Background: an optimization exercise with open tools, aiming at small area and a short achievable clock period. Do not read the settings as production practice. Where RTL was checked, it was by simulation tests only, not by an equivalence proof against the original. Power is estimated from default activity; no workload was simulated.

== run 1 ==
// multiplier_logic
module multiplier_logic (
    input  wire        clk,
    input  wire        rst_n,
    input  wire [15:0] a,
    input  wire [15:0] b,
    output reg  [31:0] y
);
export LEC_CHECK = 0
export CAP_MARGIN = 20
export CORE_MARGIN = 2
export CORE_UTILIZATION = 40
export CTS_CLUSTER_DIAMETER = 60
export CTS_CLUSTER_SIZE = 50
export SETUP_SLACK_MARGIN = 2.55
export SLEW_MARGIN = 20
export SYNTH_HIERARCHICAL = 1
export SYNTH_MINIMUM_KEEP_SIZE = 0
create_clock -name core_clock -period 4.5 [get_ports {clk}]
standard.sh (not shown) runs the stock make flow with config.mk's settings and CLKGATE_MAP_FILE= SYNTH_SCRIPT=/design/flow/synth_recipe.tcl, a recipe that flattens the netlist after the stock synthesis.
==> flow/flow/run.sh <==
#!/bin/bash
# Layout: the standard flow (standard.sh) with two changes to how it is
# built, none to what is built or measured:
#  - the port buffers that global placement inserts are plain buf_1 cells
#    (repair_timing still resizes any that timing needs);
#  - clock tree synthesis runs with the settings of config.mk
#    (CTS_CLUSTER_SIZE 50, CTS_CLUSTER_DIAMETER 60) but inserts no dummy
#    load cells.
# All tool output goes to standard_flow.log here; ORFS's per-step logs stay
# under orfs/logs/.
set -euo pipefail
export BUFFER_PORTS_ARGS="-buffer_cell sky130_fd_sc_hd__buf_1"
export CTS_ARGS="-sink_clustering_enable -repair_clock_nets -sink_clustering_size 50 -sink_clustering_max_diameter 60 -dont_use_dummy_load"
bash standard.sh > standard_flow.log 2>&1
## Diff of input files: run 2 against run 1
Settings: changing SETUP_SLACK_MARGIN from 2.55 to 2.5.
==> flow/run.sh (new file) <==
#!/bin/bash
# synth_recipe.tcl (not shown) runs the flow's synth.tcl, then flattens the netlist and writes it again
# the make line also repeats each setting of config.mk as NAME=value (left out here)
make -C /OpenROAD-flow-scripts/flow DESIGN_CONFIG=/design/flow/config.mk WORK_HOME=/design/flow/orfs CLKGATE_MAP_FILE= SYNTH_SCRIPT=/design/flow/synth_recipe.tcl finish
removed: flow/flow/run.sh
removed: flow/standard.sh
Findings:
Run 2 was carried through to the last stage, and its layout satisfied the timing, design-rule and antenna checks.
Run 1 vs run 2, launching instance or port of the critical path: r1_one16$_DFF_P_ vs r1_a6$_DFF_P_
From run 2 to run 1, total number of tap cells did not move at all.
Going from run 1 to run 2, final hold violation count ~0 delta; routed wire length -400 um.
Comparing run 1 and run 2, slack of the worst reg-to-reg path is lower on run 2.
Ratio of final minimum period to clock period came out higher on run 2 than on run 1.
Going from run 1 to run 2, setup slack after placement now smaller; routability-driven placement congestion ratio decreased by 0.012 relative to the old numbers; design area went up; global-route usage dropped 0.21 points.
Function was not checked in any run of this note: the RTL went through the layout flow alone.

---

Another version of the RTL of multiplier_logic (not shown whole).
Size: roughly 270 flip-flops, ~12000 um2 of cells after synthesis.
Settings: LEC_CHECK=0, ABC_CLOCK_PERIOD_IN_PS=1500, CAP_MARGIN=20, CORE_MARGIN=2, CORE_UTILIZATION=40, SETUP_SLACK_MARGIN=2.5, SLEW_MARGIN=20, SYNTH_HIERARCHICAL=1, SYNTH_MINIMUM_KEEP_SIZE=0; clock period 4.5 ns.
run.sh (not shown) runs the stock make flow with config.mk's settings and CLKGATE_MAP_FILE= SYNTH_SCRIPT=/design/flow/synth_recipe.tcl, a recipe that flattens the netlist after the stock synthesis.
Stock flow here: none of the scripts above is used.
The baseline went through all stages and came out clean.
==> next run, changes <==
--- a/flow/config.mk
+++ b/flow/config.mk
@@ -8 +7,0 @@
-export ABC_CLOCK_PERIOD_IN_PS = 1500
@@ -11,0 +11,2 @@
+export CTS_CLUSTER_DIAMETER = 60
+export CTS_CLUSTER_SIZE = 40
Synthesized cell count stays the same.
Global-route usage stays flat.
Area after synthesis stays the same.
Design area came out lower by about 0.9%.
==> next run, changes <==
--- a/flow/config.mk
+++ b/flow/config.mk
@@ -11,3 +11 @@
-export CTS_CLUSTER_DIAMETER = 60
-export CTS_CLUSTER_SIZE = 40
-export SETUP_SLACK_MARGIN = 2.5
+export SETUP_SLACK_MARGIN = 2.45
=> Final cell count hardly moves. Die area is unchanged. First-iteration DRC count went down by 3.0%. Final area barely changes. Power hardly moves. Setup slack gets worse by 15 ps. Non-clock buffer count went down by 12. Global-route usage went up by 0.51 points. Core utilization stays flat.
==> next run, changes <==
--- a/flow/config.mk
+++ b/flow/config.mk
@@ -10,2 +10,4 @@
-export CORE_UTILIZATION = 40
-export SETUP_SLACK_MARGIN = 2.45
+export CORE_UTILIZATION = 60
+export CTS_BUF_LIST = sky130_fd_sc_hd__clkbuf_4 sky130_fd_sc_hd__clkbuf_8
+export PLACE_DENSITY = 0.7
+export SETUP_SLACK_MARGIN = 2.5
After rerunning:
- final area barely changes
- clock-buffer cell count came out higher by 31
- wire length decreases by about 0.9%
- non-clock buffer count increases by 20
- clock power is about the same
- clock skew climbs by 3.1 ps
- utilization goes up by 24 points
==> next run, changes <==
--- a/flow/config.mk
+++ b/flow/config.mk
@@ -7,0 +8 @@
+export ABC_AREA = 1
@@ -10,3 +11 @@
-export CORE_UTILIZATION = 60
-export CTS_BUF_LIST = sky130_fd_sc_hd__clkbuf_4 sky130_fd_sc_hd__clkbuf_8
-export PLACE_DENSITY = 0.7
+export CORE_UTILIZATION = 40
=> Wire length grows by 8.8%; cell count rises by 22%; worst hold slack barely changes; global-route usage fell by 6.5 points; combinational power stays flat; worst setup slack loses 150 ps; utilization came out lower by 20 points.

-- static timing again, ports no longer ideal --
Ports are ideal in the flow. The routed layouts listed here were re-timed in OpenROAD. Step 1, drivers: a clkbuf_16 drives clk and a buf_2 each remaining input, both assumed. Step 2 times the ports against the registers' clock, not the clock port: input delays grow and output delays shrink by t, the midpoint of the rising clock arrivals with the driver on. Slacks: ideal ports / drivers / drivers and shift; pairs: ideal ports / drivers.
run	t, ns	slack for setup (ns)	cell pins on the clock port's net
run 1	0.552	2.501 / 2.501 / 2.242	1
run 2	0.566	2.464 / 2.464 / 2.259	1
the first run of note 2	0.589	2.477 / 2.477 / 2.094	1
the second run of note 2	0.566	2.503 / 2.497 / 2.110	1
the third run of note 2	0.571	2.488 / 2.457 / 1.992	1
the fourth run of note 2	0.589	2.485 / 2.485 / 2.161	1
the fifth run of note 2	0.578	2.332 / 2.332 / 2.279	1
After both steps every run listed still meets setup and hold. For the third run of note 2, which loses most, drivers alone change the setup slack by -0.031 ns; drivers and shift together by -0.496 ns.
